This is an optimization exercise on Yosys and OpenROAD, whose aim is small area, not a production implementation.
The RTL was checked by simulation tests, not by an equivalence proof against the original design.
Power and IR drop assume default switching activity.

==> flow/design.v, too long to show whole: its modules and the start of the top module <==
// module font_rom: 3984 lines
// module score_ram: 84 lines
// module pacman_rom: 2357 lines
// module items_rom: 1292 lines
// module ghost_rom: 546 lines
// module nib_res: 22 lines
// module palette: 21 lines
// module circle_rom: 536 lines
// module sprite_hit: 15 lines
// module pixel_renderer: 118 lines
module pixel_renderer (
	input  logic        clk,
	input  logic [9:0]  draw_x, draw_y,
	input  logic        blank,
	input  logic        maze_px,
	input  logic [9:0]  pac_x, pac_y,
	input  logic [3:0]  pac_dir_x, pac_dir_y,
	input  logic [9:0]  rg_x, rg_y,
	input  logic [9:0]  og_x, og_y,
	input  logic [9:0]  bg_x, bg_y,
	input  logic [9:0]  score,
	input  logic [3:0]  fruits,
	input  logic [7:0]  lives,
	input  logic [31:0] timer,
	input  logic [31:0] dots_left,
	input  logic        win, lose,
	output logic [7:0]  red, green, blue
);
  // ...
==> flow/flow/run.sh <==
#!/bin/bash
# Layout flow: the standard synthesis, then the combinational logic is re-mapped with a
# stronger ABC script (flow/deep.abc, by flow/reopt.sh; flip-flops are kept exactly as the
# standard synthesis made them), then the standard layout from that netlist, with every
# port buffered by the smallest buffer cell (sky130_fd_sc_hd__buf_1).
set -euo pipefail
R=orfs/results/${FLOW_PLATFORM}/pixel_renderer/base
bash standard.sh synth > synth.log 2>&1
cp $R/1_2_yosys.v std_1_2_yosys.v
bash flow/reopt.sh std_1_2_yosys.v reopt_1_2_yosys.v flow/deep.abc reopt.log
cp reopt_1_2_yosys.v $R/1_2_yosys.v
rm -f $R/1_synth.odb $R/1_synth.sdc
export BUFFER_PORTS_ARGS="-buffer_cell sky130_fd_sc_hd__buf_1"
bash standard.sh > layout.log 2>&1
==> flow/flow/deep.abc <==
strash
dc2
&get -n; &deepsyn -T 1500; &put
dch -f
map -a
mfs2 -a
strash
dch -f
map -a
mfs2 -a
strash
dch -f
map -a
topo
==> flow/flow/reopt.sh <==
#!/bin/bash
# reopt.sh IN.v OUT.v ABC_SCRIPT LOG
# Re-maps the combinational logic of a sky130hd gate netlist with the ABC script given.
# Flip-flop instances (names, cell types, connections) are kept unchanged.
set -euo pipefail
IN=$(realpath $1); OUT=$2; SCR=$(realpath $3); LOG=$4
LIB=${FLOW_HOME:-/OpenROAD-flow-scripts/flow}/platforms/sky130hd/lib/sky130_fd_sc_hd__tt_025C_1v80.lib
TOP=${FLOW_TOP:-pixel_renderer}
KEEP=$(grep -o 'sky130_fd_sc_hd__[a-z0-9_]*' $IN | sort -u | grep -E 'sky130_fd_sc_hd__(e?dfx|dfr|dfs|dfb|sdf|sedf|dl|conb)' | tr '\n' ' ')
cat > reopt.ys <<EOT
read_liberty -ignore_miss_func $LIB
read_verilog $IN
hierarchy -top $TOP
setattr -mod -set keep_hierarchy 1 $KEEP
flatten
opt_clean
abc -liberty $LIB -dont_use sky130_fd_sc_hd__lpflow_bleeder_1 -dont_use sky130_fd_sc_hd__lpflow_clkbufkapwr_1 -dont_use sky130_fd_sc_hd__lpflow_clkbufkapwr_16 -dont_use sky130_fd_sc_hd__lpflow_clkbufkapwr_2 -dont_use sky130_fd_sc_hd__lpflow_clkbufkapwr_4 -dont_use sky130_fd_sc_hd__lpflow_clkbufkapwr_8 -dont_use sky130_fd_sc_hd__lpflow_clkinvkapwr_1 -dont_use sky130_fd_sc_hd__lpflow_clkinvkapwr_16 -dont_use sky130_fd_sc_hd__lpflow_clkinvkapwr_2 -dont_use sky130_fd_sc_hd__lpflow_clkinvkapwr_4 -dont_use sky130_fd_sc_hd__lpflow_clkinvkapwr_8 -dont_use sky130_fd_sc_hd__lpflow_decapkapwr_12 -dont_use sky130_fd_sc_hd__lpflow_decapkapwr_3 -dont_use sky130_fd_sc_hd__lpflow_decapkapwr_4 -dont_use sky130_fd_sc_hd__lpflow_decapkapwr_6 -dont_use sky130_fd_sc_hd__lpflow_decapkapwr_8 -dont_use sky130_fd_sc_hd__lpflow_inputiso0n_1 -dont_use sky130_fd_sc_hd__lpflow_inputiso0p_1 -dont_use sky130_fd_sc_hd__lpflow_inputiso1n_1 -dont_use sky130_fd_sc_hd__lpflow_inputiso1p_1 -dont_use sky130_fd_sc_hd__lpflow_inputisolatch_1 -dont_use sky130_fd_sc_hd__lpflow_isobufsrc_1 -dont_use sky130_fd_sc_hd__lpflow_isobufsrc_16 -dont_use sky130_fd_sc_hd__lpflow_isobufsrc_2 -dont_use sky130_fd_sc_hd__lpflow_isobufsrc_4 -dont_use sky130_fd_sc_hd__lpflow_isobufsrc_8 -dont_use sky130_fd_sc_hd__lpflow_isobufsrckapwr_16 -dont_use sky130_fd_sc_hd__lpflow_lsbuf_lh_hl_isowell_tap_1 -dont_use sky130_fd_sc_hd__lpflow_lsbuf_lh_hl_isowell_tap_2 -dont_use sky130_fd_sc_hd__lpflow_lsbuf_lh_hl_isowell_tap_4 -dont_use sky130_fd_sc_hd__lpflow_lsbuf_lh_isowell_4 -dont_use sky130_fd_sc_hd__lpflow_lsbuf_lh_isowell_tap_1 -dont_use sky130_fd_sc_hd__lpflow_lsbuf_lh_isowell_tap_2 -dont_use sky130_fd_sc_hd__lpflow_lsbuf_lh_isowell_tap_4 -dont_use sky130_fd_sc_hd__probe_p_8 -dont_use sky130_fd_sc_hd__probec_p_8  -script $SCR $TOP
opt_clean -purge
hilomap -singleton -hicell sky130_fd_sc_hd__conb_1 HI -locell sky130_fd_sc_hd__conb_1 LO
insbuf -buf sky130_fd_sc_hd__buf_4 A X
opt_clean -purge
rename -enumerate -pattern ro_% w:\$* c:\$*
select -module $TOP
stat -liberty $LIB
write_verilog -noattr -nohex -nodec -selected reopt_out.v
EOT
yosys -s reopt.ys > $LOG 2>&1
# keep only the top module
awk -v top="$TOP" '/^module /{keep=($2==top || index($2, top"(")==1)} keep' reopt_out.v > $OUT
==> flow/standard.sh <==
#!/bin/bash
# synth_recipe.tcl (not shown) runs the flow's synth.tcl, then flattens the netlist and writes it again
# the make line also repeats each setting of config.mk as NAME=value (left out here)
make -C /OpenROAD-flow-scripts/flow DESIGN_CONFIG=/design/flow/config.mk WORK_HOME=/design/flow/orfs CLKGATE_MAP_FILE= SYNTH_SCRIPT=/design/flow/synth_recipe.tcl "${@:-finish}"
==> flow/config.mk <==
export PLATFORM = sky130hd
export DESIGN_NAME = pixel_renderer
export DESIGN_NICKNAME = pixel_renderer
export VERILOG_FILES = /design/flow/design.v
export SDC_FILE = /design/flow/constraint.sdc
export NUM_CORES = 4
export LEC_CHECK = 0
export ABC_AREA = 1
export CAP_MARGIN = 0
export CORE_MARGIN = 2
export CORE_UTILIZATION = 40
export PLACE_DENSITY = 0.6
export SLEW_MARGIN = 0
export SYNTH_MEMORY_MAX_BITS = 1048576
==> flow/constraint.sdc <==
create_clock -name core_clock -period 25.0 [get_ports {clk}]
set_input_delay 5.0000 -clock core_clock [delete_from_list [all_inputs] [get_ports {clk}]]
set_output_delay 5.0000 -clock core_clock [all_outputs]
set_load 0.01 [all_outputs]
==> summary.txt, run 1 <==
Placement
  • DP Worst Slack: about 12000 ps
  • Hpwl dp: about 80000 um
  • Placed Area: approximately 18000 um^2

Timing
  • Slew HR: a little under an eighth

Floorplanning
  • Initial Util: around two fifths
  • Row cnt: between 70 and 80

Worst setup path
  • Worst Path Max Fanout: 14
  • Worst path max stage delay: between 900 and 1000 ps
  • Crit path required time: approximately 25000 ps
  • Setup Crit Path Kind: in -> reg
  • FF-to-FF End: idx[0]
  • CP startpoint kind: input port
  • FF-to-FF setup slack: 19650 ps
  • Critical path startpoint: draw_x[3]
  • Crit. End Element: flip-flop

Clock network
  • Clock sinks: slightly above 60
  • TritonCTS buffer count: 9
  • CTS H-tree depth: 3
  • Post-CTS sizing: 0

Synthesis
  • Mapped Nets: about 3.2k
  • Mapped Cells: between 3k and 4k

Power
  • Max VDD drop: between 200 and 250 uV
  • Comb pwr: between 0.0008 and 0.0009 W
  • Top power group: combinational cells
  • Lkg Pwr: between 6 and 7 nW
  • Power Sequential: 0.000124 W

Cells and area
  • Multi-input gate share of total cell area: ~69%
  • Share of cells above drive strength 1: under 10%
  • Top Registers: sr.sc_q x10, sr.tm_q x10
  • Commonest non-fill, non-tap cells in the layout: nor2_1 (663), clkinv_1 (514), nand2_1 (474), a21oi_1 (264), o21ai_0 (251)

Detailed routing
  • Routed Antenna Nets: 0
  • WL per Instance: between 20 and 30 um
  • Met2 wire length: 41800 um

Global routing
  • Met2 Track Usage GR: 72.3%
  • Met1 Usage GRT: a little under three fifths
  • Largest net degree at the start of global routing: 31
  • Initial antenna violation count: 6

Min path
  • Hold Path Class: reg -> reg
  • Hold EP: d_og[0]
  • Worst Hold Launch: p_og[0]

Outcome
  • Status: finished clean

Job
  • Max_cap viols: 0
==> run 2: changes to the inputs <==
--- a/flow/flow/run.sh
+++ b/flow/flow/run.sh
@@ -3,4 +3,3 @@
 # stronger ABC script (flow/deep.abc, by flow/reopt.sh; flip-flops are kept exactly as the
-# standard synthesis made them), then the standard layout from that netlist, with every
-# port buffered by the smallest buffer cell (sky130_fd_sc_hd__buf_1).
+# standard synthesis made them), then the standard layout from that netlist.
 set -euo pipefail
@@ -12,3 +11,2 @@
 rm -f $R/1_synth.odb $R/1_synth.sdc
-export BUFFER_PORTS_ARGS="-buffer_cell sky130_fd_sc_hd__buf_1"
 bash standard.sh > layout.log 2>&1
==> run 2 against run 1 <==
  * Synthesized cell count unchanged
  * Largest power group unchanged
  * Combinational power up 8.3%
  * Count of clock-buffer cells in the layout down 2
  * Sequential share of layout area down 0.53 points
  * Highest routed layer unchanged
  * Still clean
  * Global-route usage up 2.4 points
  * First-iteration DRC count up 26%
  * Core utilization up 3.5 points
==> summary.txt, run 2 <==
Global routing
  • First-pass GRT wire length: 154000 um
  • Initial antenna violation count: 13 (+7)
  • GRT Util Overall: 50.4%
  • Largest net degree at the start of global routing: 39 (+26%)
  • Gr ovfl total: 0
  • Vias in the first global route: 24.7k

Floorplanning
  • Core Area: slightly below 40000 um^2
  • Die span in x: ~200 um
  • I/O pins: between 200 and 250
  • Die area: around 41000 um^2
  • Row cnt: 72 (unchanged)
  • Initial Util: 40.6% (unchanged)
  • Die height: about 200 um

Clock network
  • Clock latency on the worst-skew pair: 360 ps
  • Clk buf depth: 2
  • Clock sinks: 62 (unchanged)
  • Clock Tree Root: clkbuf_16
  • Hold_buf cts: 0
  • CTS tree: yes
  • Post-CTS sizing: 0 (unchanged)
  • CTS H-tree depth: 3 (unchanged)
  • TritonCTS buffer count: 9 (unchanged)
  • Setup Fix Bufs, Post-CTS: 0
  • Clk pin slew, worst setup/hold paths: roughly 60 ps

Timing
  • Setup TNS: 0 ps
  • RSZ-0062 raised after global routing: no
  • Fmax: slightly below 70 MHz
  • Fin crit share: 58.3%
  • Slew HR: 18.3% (+6.6 points)
  • Fin. max-slew vios: 0
  • Final hold violation count: 0
  • Final setup vio count: 0
  • Clock Skew: about 11 ps
  • Final Worst Setup Slack: 10430 ps
  • Final min period: ~15000 ps
  • Worst slew pin tran: ~1200 ps

Worst setup path
  • Worst EP arrival: about 15000 ps
  • FF-to-FF setup slack: 19240 ps (-410 ps)
  • Worst Path Max Fanout: 23 (+9)
  • Slowest cell on the critical path: o21ai_0
  • Critical path startpoint: draw_y[0]
  • Crit. End Element: flip-flop
  • CP startpoint kind: input port
  • Worst path max stage delay: 840 ps (-110 ps)
  • Worst R2R Start: sr.tm_q[7]
  • Crit path required time: 25230 ps (+230 ps)
  • Setup Crit Path Kind: in -> reg

Detailed routing
  • Initial DRC count: 5310
  • Routed Antenna Nets: 0 (unchanged)
  • Drt pass-1 iters: 28
  • Routed WL: 108000 um
  • Via/cell ratio: approximately 7
  • WL per Instance: 28.0 um (+6.0%)
  • Vias: roughly 26k
  • Residual DRC count: 0

Cells and area
  • Commonest non-fill, non-tap cell in the layout: nor2_1
  • Final Util: between 40% and 50%
  • Non-Filler Instances: 3843
  • Top Registers: sr.sc_q x10, sr.tm_q x10
  • Final Net Count: ~3.5k
  • Area Overhead vs Synth: 23.2%
  • Commonest non-fill, non-tap cells in the layout: nor2_1 (661), clkinv_1 (514), nand2_1 (474), a21oi_1 (264), o21ai_0 (251)
  • Share of cells above drive strength 1: 4.25% (-0.17 points)

Placement
  • Buffers added on ports: 221
  • DP Worst Slack: 11030 ps (-590 ps)
  • DP Cell Count: around 3.8k
  • Hpwl dp: 80700 um (+3.1%)
  • Final GP Congestion: 1.16

Power
  • Lkg Pwr: 7.11 nW (+8.7%)
  • PwrDens: around 61 nW/um^2
  • Power, Total: ~0.0012 W
  • Max VDD drop: 158 uV (-29%)

Synthesis
  • Warnings, synthesis: 17
  • Mapped Cells: 3025 (unchanged)
  • Mapped Nets: 3224 (unchanged)
  • Netlist Area Pre-Place: 15700 um^2
  • Syn_area_per_cell: 5.18 um^2

Min path
  • Hold Path Class: reg -> reg
  • Worst Hold Launch: p_it[3]

Job
  • Max_cap viols: 0 (unchanged)

Outcome
  • Status: finished clean
## run 2: layout make-up
class                   count  area (um^2)
diodes                      8         20.0
clock buffers              10          250
clock inverters             6         63.8
fillers                  3907        19300
inverters                 514         1930
multi-input cells        2441        12400
flip-flops and latches     62         1350
well taps                 518          648
repair buffers            284         2690
## run 2: through the flow
stage          area (um^2)  hold WS [ps]
2_1_floorplan        15700           323
3_3_place_gp         19000           324
3_5_place_dp         19000           330
4_1_cts              19300           346
5_1_grt              19300           359
6_report             19300           344
## run 2: worst paths after layout
| kind | end | cells past startpoint |
|---|---|---|
| worst max-delay path | sr.chr[3] | 39 |
| worst min-delay path | d_it[3] | 0 |
| worst max register to register | sr.chr[3] | 24 |
| worst min register to register | d_it[3] | 0 |
## run 2: critical path, delay by kind of cell
kind	cells	cell delay (ps)
XOR/XNOR	2	320
AND/OR/NAND/NOR	16	3220
AO/OA/AOI/OAI	10	3290
buffers and inverters	11	2890
## run 2: report_power, final
| group | switching [W] | internal (W) | leakage [nW] | total, W |
|---|---|---|---|---|
| Clock | 0.0000523 | 0.0000835 | 0.155 | 0.000136 |
| Sequential | 0.00000575 | 0.000119 | 0.519 | 0.000125 |
| Combinational | 0.000628 | 0.000296 | 6.43 | 0.000924 |
## run 2: routing by layer
| layer | GRT usage, % | vias up | wire length, um |
|---|---|---|---|
| met3 | 22.3 | 979 | 17100 |
| met4 | 36.7 | 12 | 10600 |
| li1 | - | 11000 | - |
| met5 | 0 | - | 164 |
| met1 | 55.9 | 11800 | 35600 |
| met2 | 76.4 | 2663 | 44100 |
==> module pixel_renderer, before the edit <==
module pixel_renderer (
	input  logic        clk,
	input  logic [9:0]  draw_x, draw_y,
	input  logic        blank,
	input  logic        maze_px,
	input  logic [9:0]  pac_x, pac_y,
	input  logic [3:0]  pac_dir_x, pac_dir_y,
	input  logic [9:0]  rg_x, rg_y,
	input  logic [9:0]  og_x, og_y,
	input  logic [9:0]  bg_x, bg_y,
	input  logic [9:0]  score,
	input  logic [3:0]  fruits,
	input  logic [7:0]  lives,
	input  logic [31:0] timer,
	input  logic [31:0] dots_left,
	input  logic        win, lose,
	output logic [7:0]  red, green, blue
);
	logic vis;
	assign vis = blank && (draw_x <= 10'd404);
	logic [11:0] px13, py13;
	assign px13 = {2'b0, draw_x} + 12'd13;
	assign py13 = {2'b0, draw_y} + 12'd13;
	logic pac_on, rg_on, og_on, bg_on;
	logic [4:0] pac_r, pac_c, rg_r, rg_c, og_r, og_c, bg_r, bg_c;
	sprite_hit hp(.px13(px13), .py13(py13), .cx(pac_x), .cy(pac_y), .on(pac_on), .r(pac_r), .c(pac_c));
	sprite_hit hr(.px13(px13), .py13(py13), .cx(rg_x),  .cy(rg_y),  .on(rg_on),  .r(rg_r),  .c(rg_c));
	sprite_hit ho(.px13(px13), .py13(py13), .cx(og_x),  .cy(og_y),  .on(og_on),  .r(og_r),  .c(og_c));
	sprite_hit hb(.px13(px13), .py13(py13), .cx(bg_x),  .cy(bg_y),  .on(bg_on),  .r(bg_r),  .c(bg_c));
	logic x13, y13, pac_en;
	logic [2:0] mode;
	assign x13 = (pac_dir_x == 4'd1) || (pac_dir_x == 4'd3);
	assign y13 = (pac_dir_y == 4'd1) || (pac_dir_y == 4'd3);
	assign pac_en = x13 || y13 || (pac_dir_x == 4'd0 && pac_dir_y == 4'd0);
	assign mode = y13 ? (pac_dir_y == 4'd3 ? 3'd4 : 3'd3) : x13 ? (pac_dir_x == 4'd3 ? 3'd0 : 3'd1) : 3'd2;
	logic pac_px;
	pacman_rom pr(.a({mode, pac_r, pac_c}), .d(pac_px));
	logic [4:0] g_r, g_c;
	logic [1:0] g_px;
	always_comb begin
		if (rg_on)      begin g_r = rg_r; g_c = rg_c; end
		else if (og_on) begin g_r = og_r; g_c = og_c; end
		else            begin g_r = bg_r; g_c = bg_c; end
	end
	ghost_rom gr(.a({g_r, g_c}), .d(g_px));
	logic apple, peas, grapes, drink, it_on;
	assign apple  = !fruits[0] && draw_x >= 10'd12  && draw_x <= 10'd38  && draw_y >= 10'd10  && draw_y <= 10'd35;
	assign peas   = !fruits[1] && draw_x >= 10'd371 && draw_x <= 10'd396 && draw_y >= 10'd10  && draw_y <= 10'd34;
	assign grapes = !fruits[2] && draw_x >= 10'd12  && draw_x <= 10'd38  && draw_y >= 10'd414 && draw_y <= 10'd439;
	assign drink  = !fruits[3] && draw_x >= 10'd370 && draw_x <= 10'd396 && draw_y >= 10'd413 && draw_y <= 10'd439;
	assign it_on = apple || peas || grapes || drink;
	logic [1:0] box;
	assign box = apple ? 2'd0 : peas ? 2'd1 : grapes ? 2'd2 : 2'd3;
	logic [3:0] it_px;
	items_rom ir(.a({box, draw_x[4:0], draw_y[4:0]}), .d(it_px));
	logic [0:31][9:0] DX, DY;
	assign DX = {10'd90, 10'd175, 10'd220, 10'd307, 10'd18, 10'd90, 10'd307, 10'd379,
		10'd18, 10'd135, 10'd258, 10'd379, 10'd90, 10'd307, 10'd90, 10'd307, 10'd90, 10'd307, 10'd90, 10'd307,
		10'd18, 10'd135, 10'd262, 10'd379, 10'd18, 10'd135, 10'd258, 10'd379, 10'd85, 10'd175, 10'd220, 10'd302};
	assign DY = {10'd20, 10'd20, 10'd20, 10'd20, 10'd48, 10'd48, 10'd48, 10'd48,
		10'd120, 10'd120, 10'd120, 10'd120, 10'd148, 10'd148, 10'd186, 10'd186, 10'd228, 10'd228, 10'd258, 10'd258,
		10'd292, 10'd292, 10'd292, 10'd292, 10'd380, 10'd380, 10'd380, 10'd380, 10'd423, 10'd423, 10'd423, 10'd423};
	logic dot_on;
	always_comb begin
		dot_on = 1'b0;
		for (int i = 0; i < 32; i++)
			if (!dots_left[i] && draw_x >= DX[i] && draw_x <= DX[i] + 10'd5 && draw_y >= DY[i] && draw_y <= DY[i] + 10'd5
			    && !((draw_x == DX[i] || draw_x == DX[i] + 10'd5) && (draw_y == DY[i] || draw_y == DY[i] + 10'd5)))
				dot_on = 1'b1;
	end
	logic [6:0] chr;
	logic font_px;
	logic text_on;
	score_ram sr(.clk(clk), .draw_x(draw_x), .draw_y(draw_y), .score(score), .timer(timer), .lives(lives),
		.win(win), .lose(lose), .chr(chr));
	font_rom fr(.a({chr, draw_y[3:0], draw_x[2:0]}), .d(font_px));
	assign text_on = (draw_y > 10'd447) && font_px;
	logic       p_pac, d_pac;
	logic [1:0] p_rg, p_og, p_bg, d_rg, d_og, d_bg;
	logic [3:0] p_it, d_it;
	always_ff @(posedge clk) begin
		if (vis) begin
			if (pac_on) begin
				if (pac_en) p_pac <= pac_px;
			end else if (rg_on) p_rg <= g_px;
			else if (og_on) p_og <= g_px;
			else if (bg_on) p_bg <= g_px;
			else if (it_on) p_it <= it_px;
		end
		d_pac <= p_pac;
		d_rg <= p_rg;
		d_og <= p_og;
		d_bg <= p_bg;
		d_it <= p_it;
	end
	function automatic logic [3:0] ghost_col(input logic [1:0] g, input logic [3:0] b);
		case (g)
			2'd0: ghost_col = 4'd0;
			2'd1: ghost_col = b;
			2'd2: ghost_col = 4'd7;
			default: ghost_col = 4'd8;
		endcase
	endfunction
	logic [3:0] idx;
	always_ff @(posedge clk) begin
		if (!vis)         idx <= 4'd0;
		else if (pac_on)  idx <= d_pac ? 4'd1 : 4'd0;
		else if (rg_on)   idx <= ghost_col(d_rg, 4'd4);
		else if (og_on)   idx <= ghost_col(d_og, 4'd5);
		else if (bg_on)   idx <= ghost_col(d_bg, 4'd6);
		else if (it_on)   idx <= d_it;
		else if (dot_on)  idx <= 4'd1;
		else if (text_on) idx <= 4'd2;
		else if (maze_px) idx <= 4'd3;
		else              idx <= 4'd0;
	end
	palette pl(.i(idx), .rgb({red, green, blue}));
endmodule
==> run 3: changes to the inputs <==
--- a/flow/design.v
+++ b/flow/design.v
@@ -8912,17 +8912,60 @@
 	items_rom ir(.a({box, draw_x[4:0], draw_y[4:0]}), .d(it_px));
-	logic [0:31][9:0] DX, DY;
-	assign DX = {10'd90, 10'd175, 10'd220, 10'd307, 10'd18, 10'd90, 10'd307, 10'd379,
-		10'd18, 10'd135, 10'd258, 10'd379, 10'd90, 10'd307, 10'd90, 10'd307, 10'd90, 10'd307, 10'd90, 10'd307,
-		10'd18, 10'd135, 10'd262, 10'd379, 10'd18, 10'd135, 10'd258, 10'd379, 10'd85, 10'd175, 10'd220, 10'd302};
-	assign DY = {10'd20, 10'd20, 10'd20, 10'd20, 10'd48, 10'd48, 10'd48, 10'd48,
-		10'd120, 10'd120, 10'd120, 10'd120, 10'd148, 10'd148, 10'd186, 10'd186, 10'd228, 10'd228, 10'd258, 10'd258,
-		10'd292, 10'd292, 10'd292, 10'd292, 10'd380, 10'd380, 10'd380, 10'd380, 10'd423, 10'd423, 10'd423, 10'd423};
+	logic [10:0] dix, dex;
+	logic [9:0] diy, dey;
+	assign dix[0] = draw_x >= 10'd18 && draw_x <= 10'd23;  assign dex[0] = draw_x == 10'd18 || draw_x == 10'd23;
+	assign dix[1] = draw_x >= 10'd85 && draw_x <= 10'd90;  assign dex[1] = draw_x == 10'd85 || draw_x == 10'd90;
+	assign dix[2] = draw_x >= 10'd90 && draw_x <= 10'd95;  assign dex[2] = draw_x == 10'd90 || draw_x == 10'd95;
+	assign dix[3] = draw_x >= 10'd135 && draw_x <= 10'd140;  assign dex[3] = draw_x == 10'd135 || draw_x == 10'd140;
+	assign dix[4] = draw_x >= 10'd175 && draw_x <= 10'd180;  assign dex[4] = draw_x == 10'd175 || draw_x == 10'd180;
+	assign dix[5] = draw_x >= 10'd220 && draw_x <= 10'd225;  assign dex[5] = draw_x == 10'd220 || draw_x == 10'd225;
+	assign dix[6] = draw_x >= 10'd258 && draw_x <= 10'd263;  assign dex[6] = draw_x == 10'd258 || draw_x == 10'd263;
+	assign dix[7] = draw_x >= 10'd262 && draw_x <= 10'd267;  assign dex[7] = draw_x == 10'd262 || draw_x == 10'd267;
+	assign dix[8] = draw_x >= 10'd302 && draw_x <= 10'd307;  assign dex[8] = draw_x == 10'd302 || draw_x == 10'd307;
+	assign dix[9] = draw_x >= 10'd307 && draw_x <= 10'd312;  assign dex[9] = draw_x == 10'd307 || draw_x == 10'd312;
+	assign dix[10] = draw_x >= 10'd379 && draw_x <= 10'd384;  assign dex[10] = draw_x == 10'd379 || draw_x == 10'd384;
+	assign diy[0] = draw_y >= 10'd20 && draw_y <= 10'd25;  assign dey[0] = draw_y == 10'd20 || draw_y == 10'd25;
+	assign diy[1] = draw_y >= 10'd48 && draw_y <= 10'd53;  assign dey[1] = draw_y == 10'd48 || draw_y == 10'd53;
+	assign diy[2] = draw_y >= 10'd120 && draw_y <= 10'd125;  assign dey[2] = draw_y == 10'd120 || draw_y == 10'd125;
+	assign diy[3] = draw_y >= 10'd148 && draw_y <= 10'd153;  assign dey[3] = draw_y == 10'd148 || draw_y == 10'd153;
+	assign diy[4] = draw_y >= 10'd186 && draw_y <= 10'd191;  assign dey[4] = draw_y == 10'd186 || draw_y == 10'd191;
+	assign diy[5] = draw_y >= 10'd228 && draw_y <= 10'd233;  assign dey[5] = draw_y == 10'd228 || draw_y == 10'd233;
+	assign diy[6] = draw_y >= 10'd258 && draw_y <= 10'd263;  assign dey[6] = draw_y == 10'd258 || draw_y == 10'd263;
+	assign diy[7] = draw_y >= 10'd292 && draw_y <= 10'd297;  assign dey[7] = draw_y == 10'd292 || draw_y == 10'd297;
+	assign diy[8] = draw_y >= 10'd380 && draw_y <= 10'd385;  assign dey[8] = draw_y == 10'd380 || draw_y == 10'd385;
+	assign diy[9] = draw_y >= 10'd423 && draw_y <= 10'd428;  assign dey[9] = draw_y == 10'd423 || draw_y == 10'd428;
+	logic [31:0] dot_hit;
+	assign dot_hit[0] = !dots_left[0] && dix[2] && diy[0] && !(dex[2] && dey[0]);
+	assign dot_hit[1] = !dots_left[1] && dix[4] && diy[0] && !(dex[4] && dey[0]);
+	assign dot_hit[2] = !dots_left[2] && dix[5] && diy[0] && !(dex[5] && dey[0]);
+	assign dot_hit[3] = !dots_left[3] && dix[9] && diy[0] && !(dex[9] && dey[0]);
+	assign dot_hit[4] = !dots_left[4] && dix[0] && diy[1] && !(dex[0] && dey[1]);
+	assign dot_hit[5] = !dots_left[5] && dix[2] && diy[1] && !(dex[2] && dey[1]);
+	assign dot_hit[6] = !dots_left[6] && dix[9] && diy[1] && !(dex[9] && dey[1]);
+	assign dot_hit[7] = !dots_left[7] && dix[10] && diy[1] && !(dex[10] && dey[1]);
+	assign dot_hit[8] = !dots_left[8] && dix[0] && diy[2] && !(dex[0] && dey[2]);
+	assign dot_hit[9] = !dots_left[9] && dix[3] && diy[2] && !(dex[3] && dey[2]);
+	assign dot_hit[10] = !dots_left[10] && dix[6] && diy[2] && !(dex[6] && dey[2]);
+	assign dot_hit[11] = !dots_left[11] && dix[10] && diy[2] && !(dex[10] && dey[2]);
+	assign dot_hit[12] = !dots_left[12] && dix[2] && diy[3] && !(dex[2] && dey[3]);
+	assign dot_hit[13] = !dots_left[13] && dix[9] && diy[3] && !(dex[9] && dey[3]);
+	assign dot_hit[14] = !dots_left[14] && dix[2] && diy[4] && !(dex[2] && dey[4]);
+	assign dot_hit[15] = !dots_left[15] && dix[9] && diy[4] && !(dex[9] && dey[4]);
+	assign dot_hit[16] = !dots_left[16] && dix[2] && diy[5] && !(dex[2] && dey[5]);
+	assign dot_hit[17] = !dots_left[17] && dix[9] && diy[5] && !(dex[9] && dey[5]);
+	assign dot_hit[18] = !dots_left[18] && dix[2] && diy[6] && !(dex[2] && dey[6]);
+	assign dot_hit[19] = !dots_left[19] && dix[9] && diy[6] && !(dex[9] && dey[6]);
+	assign dot_hit[20] = !dots_left[20] && dix[0] && diy[7] && !(dex[0] && dey[7]);
+	assign dot_hit[21] = !dots_left[21] && dix[3] && diy[7] && !(dex[3] && dey[7]);
+	assign dot_hit[22] = !dots_left[22] && dix[7] && diy[7] && !(dex[7] && dey[7]);
+	assign dot_hit[23] = !dots_left[23] && dix[10] && diy[7] && !(dex[10] && dey[7]);
+	assign dot_hit[24] = !dots_left[24] && dix[0] && diy[8] && !(dex[0] && dey[8]);
+	assign dot_hit[25] = !dots_left[25] && dix[3] && diy[8] && !(dex[3] && dey[8]);
+	assign dot_hit[26] = !dots_left[26] && dix[6] && diy[8] && !(dex[6] && dey[8]);
+	assign dot_hit[27] = !dots_left[27] && dix[10] && diy[8] && !(dex[10] && dey[8]);
+	assign dot_hit[28] = !dots_left[28] && dix[1] && diy[9] && !(dex[1] && dey[9]);
+	assign dot_hit[29] = !dots_left[29] && dix[4] && diy[9] && !(dex[4] && dey[9]);
+	assign dot_hit[30] = !dots_left[30] && dix[5] && diy[9] && !(dex[5] && dey[9]);
+	assign dot_hit[31] = !dots_left[31] && dix[8] && diy[9] && !(dex[8] && dey[9]);
 	logic dot_on;
-	always_comb begin
-		dot_on = 1'b0;
-		for (int i = 0; i < 32; i++)
-			if (!dots_left[i] && draw_x >= DX[i] && draw_x <= DX[i] + 10'd5 && draw_y >= DY[i] && draw_y <= DY[i] + 10'd5
-			    && !((draw_x == DX[i] || draw_x == DX[i] + 10'd5) && (draw_y == DY[i] || draw_y == DY[i] + 10'd5)))
-				dot_on = 1'b1;
-	end
+	assign dot_on = |dot_hit;
 	logic [6:0] chr;
--- a/flow/flow/run.sh
+++ b/flow/flow/run.sh
@@ -3,3 +3,4 @@
 # stronger ABC script (flow/deep.abc, by flow/reopt.sh; flip-flops are kept exactly as the
-# standard synthesis made them), then the standard layout from that netlist.
+# standard synthesis made them), then the standard layout from that netlist, with every
+# port buffered by the smallest buffer cell (sky130_fd_sc_hd__buf_1).
 set -euo pipefail
@@ -11,2 +12,3 @@
 rm -f $R/1_synth.odb $R/1_synth.sdc
+export BUFFER_PORTS_ARGS="-buffer_cell sky130_fd_sc_hd__buf_1"
 bash standard.sh > layout.log 2>&1
==> flow/flow/deep.abc (replaced) <==
strash
dc2
&get -n; &deepsyn -T 1800; &put
dch -f
map -a
mfs2 -a
strash
dch -f
map -a
mfs2 -a
strash
dch -f
map -a
topo
==> run 3 against run 2 <==
  * Synthesized area shrank 0.39%
  * Sequential power is essentially flat
  * Clock skew shrank 3.5 ps
  * Register-to-register slack lost 250 ps
  * Global-route usage shrank 1.8 points
  * Via count shrank 4.7%
  * Core utilization shrank 3.5 points
  * Combinational power shrank 7.1%
  * Cell count grew 0.68%
  * First-iteration DRC count shrank 15%
  * Flip-flop and latch count is the same
==> summary.txt, run 3 <==
Worst setup path
  • Setup Crit Path Kind: in -> reg
  • Crit path required time: 25300 ps (+70 ps)
  • Worst EP arrival: 13630 ps (-1170 ps)
  • Worst path max stage delay: 690 ps (-150 ps)
  • Crit path top cell by count: nor2_1
  • CP startpoint kind: input port
  • Crit. End Element: flip-flop
  • Worst Path Max Fanout: 23 (unchanged)
  • Slowest cell on the critical path: clkinv_1

Power
  • Max VDD drop: 212 uV (+34%)
  • Lkg Pwr: 6.59 nW (-7.3%)
  • PwrDens: 62.2 nW/um^2 (+1.3%)
  • Power, Total: 0.00111 W (-6.0%)

Synthesis
  • Mapped Nets: 3247 (+0.71%)
  • Syn_area_per_cell: 5.12 um^2 (-1.1%)
  • Warnings, synthesis: 17 (unchanged)
  • Mapped Cells: 3048 (+0.76%)
  • Netlist Area Pre-Place: 15600 um^2 (-0.39%)

Global routing
  • Largest net degree at the start of global routing: 32 (-18%)
  • Initial antenna violation count: 9 (-4)
  • Vias in the first global route: 22.3k (-9.6%)
  • Gr ovfl total: 0 (unchanged)
  • First-pass GRT wire length: 146000 um (-5.6%)
  • GRT Util Overall: 48.5% (-1.8 points)

Cells and area
  • Share of cells above drive strength 1: 4.45% (+0.20 points)
  • Final Net Count: 3544 (+0.94%)
  • Commonest non-fill, non-tap cells in the layout: nor2_1 (668), clkinv_1 (527), nand2_1 (493), a21oi_1 (253), o21ai_0 (245)
  • Area Overhead vs Synth: 14.7%
  • Non-Filler Instances: 3869 (+0.68%)
  • Fill cells: 4319 (+11%)
  • Commonest non-fill, non-tap cell in the layout: nor2_1
  • Top Registers: sr.sc_q x10, sr.tm_q x10

Clock network
  • CTS H-tree depth: 3 (unchanged)
  • Clock sinks: 62 (unchanged)
  • TritonCTS buffer count: 9 (unchanged)
  • Clk pin slew, worst setup/hold paths: 60 ps (about the same)
  • Setup Fix Bufs, Post-CTS: 0 (unchanged)
  • CTS tree: yes
  • Clk buf depth: 2 (unchanged)
  • Post-CTS sizing: 0 (unchanged)
  • Hold_buf cts: 0 (unchanged)
  • Clock latency on the worst-skew pair: 360 ps (about the same)
  • Clock Tree Root: clkbuf_16

Floorplanning
  • Initial Util: 40.5% (-0.064 points)
  • I/O pins: 223 (unchanged)
  • Die area: 40600 um^2 (-0.39%)
  • Die height: 202 um (-0.19%)
  • Core Area: 38600 um^2 (-0.23%)
  • Row cnt: 72 (unchanged)
  • Die span in x: 202 um (-0.19%)

Placement
  • Buffers added on ports: 221 (unchanged)
  • Final GP Congestion: 1.13 (-2.8%)
  • DP Cell Count: 3852 (+0.86%)
  • Hpwl dp: 78800 um (-2.3%)

Detailed routing
  • Via/cell ratio: 6.51 (-5.3%)
  • Drt pass-1 iters: 11 (-61%)
  • Residual DRC count: 0 (unchanged)
  • Vias: 25.2k (-4.7%)
  • Initial DRC count: 4492 (-15%)
  • Routed WL: 103000 um (-4.1%)
  • WL per Instance: 26.7 um (-4.8%)
  • Routed Antenna Nets: 0 (unchanged)

Timing
  • Clock Skew: 7.75 ps (-3.50 ps)
  • Fmax: 75.0 MHz (+9.3%)
  • Worst slew pin tran: 1310 ps (+90.7 ps)
  • Min Hold Slack: 333 ps (-10.8 ps)
  • Fin. max-slew vios: 0 (unchanged)
  • Final min period: 13330 ps (-1240 ps)
  • Setup TNS: 0 ps (unchanged)
  • Final setup vio count: 0 (unchanged)
  • RSZ-0062 raised after global routing: no
  • Fin crit share: 53.3% (-4.9 points)
  • Final hold violation count: 0 (unchanged)
  • Slew HR: 11.6% (-6.7 points)

Min path
  • Hold Path Class: reg -> reg

Outcome
  • Status: finished clean

Job
  • Max_cap viols: 0 (unchanged)
==> run 3: final timing paths <==
| path | startpoint | endpoint | slack [ps] | cells past startpoint |
|---|---|---|---|---|
| worst max register to register | sr.chr[0] | idx[0] | 18990 | 19 |
| worst max-delay path | draw_y[3] | sr.chr[1] | 11670 | 38 |
| worst min register to register | p_it[2] | d_it[2] | 330 | 0 |
| worst min-delay path | p_it[2] | d_it[2] | 330 | 0 |
==> run 3: layer usage <==
layer	GRT usage, %	share of wire [%]	vias up
met3	20.6	16	544
met4	25.8	7.0	12
met2	70.2	39	2201
li1	-	-	11100
met5	0.119	0.19	-
met1	60.7	37	11300
==> run 3: through the flow <==
stage                     util, %  area [um^2]  setup WS, ps
after detailed placement     45.7        17600         11880
after global routing         46.4        17900         10990
final                        46.5        17900         11670
after floorplan                 -        15600         13530
after CTS                    46.4        17900         12200
after global placement       45.7        17600         11820
==> run 3: worst max-delay path, delay by kind of cell <==
kind            cells  cell delay (ps)
compound gates     10             2140
buf+inv            11             2470
simple gates       17             3980
==> run 3: power by group <==
group | switching, W | internal (W) | leakage [nW]
clock | 0.0000505 | 0.0000821 | 0.151
combinational | 0.000583 | 0.000274 | 5.93
sequential | 0.00000482 | 0.000119 | 0.512
==> run 3: area by class of cell <==
cell class,instances,area (um^2),area share (%)
Antenna cell,1,2.50,0.0140
Sequential cell,62,1350,7.54
Clock buffer,15,300,1.68
Inverter,527,1980,11.0
Multi-Input combinational cell,2451,12200,68.4
Clock inverter,1,6.26,0.0349
Timing Repair Buffer,294,1380,7.70
Tap cell,518,648,3.62

## separate check: timing with driven ports
Ports are ideal in the flow. The routed layouts listed here were re-timed in OpenROAD. Step 1 (the two cells are an assumption about what drives the block):
set clk [get_ports {clk}]
set_driving_cell -lib_cell sky130_fd_sc_hd__clkbuf_16 $clk
set_driving_cell -lib_cell sky130_fd_sc_hd__buf_2 [delete_from_list [all_inputs] $clk]
Step 2 also shifts input and output timing later by t, the mid clock arrival at the registers, as if the neighbouring blocks saw the same clock. Three values: ideal, step 1, step 2; two values: the first two.
run	shift t [ns]	setup WS [ns]	hold WS [ns]	worst setup path after step 2	latest minus earliest clock arrival (ns)
run 1	0.402	11.326 / 11.351 / 10.949	0.338 / 0.338 / 0.338	input to register	0.011 / 0.012
run 2	0.400	10.429 / 10.450 / 10.050	0.344 / 0.344 / 0.344	input to register	0.016 / 0.016
run 3	0.409	11.666 / 11.697 / 11.287	0.333 / 0.333 / 0.333	input to register	0.008 / 0.009
After both steps setup and hold are still met in every run listed.
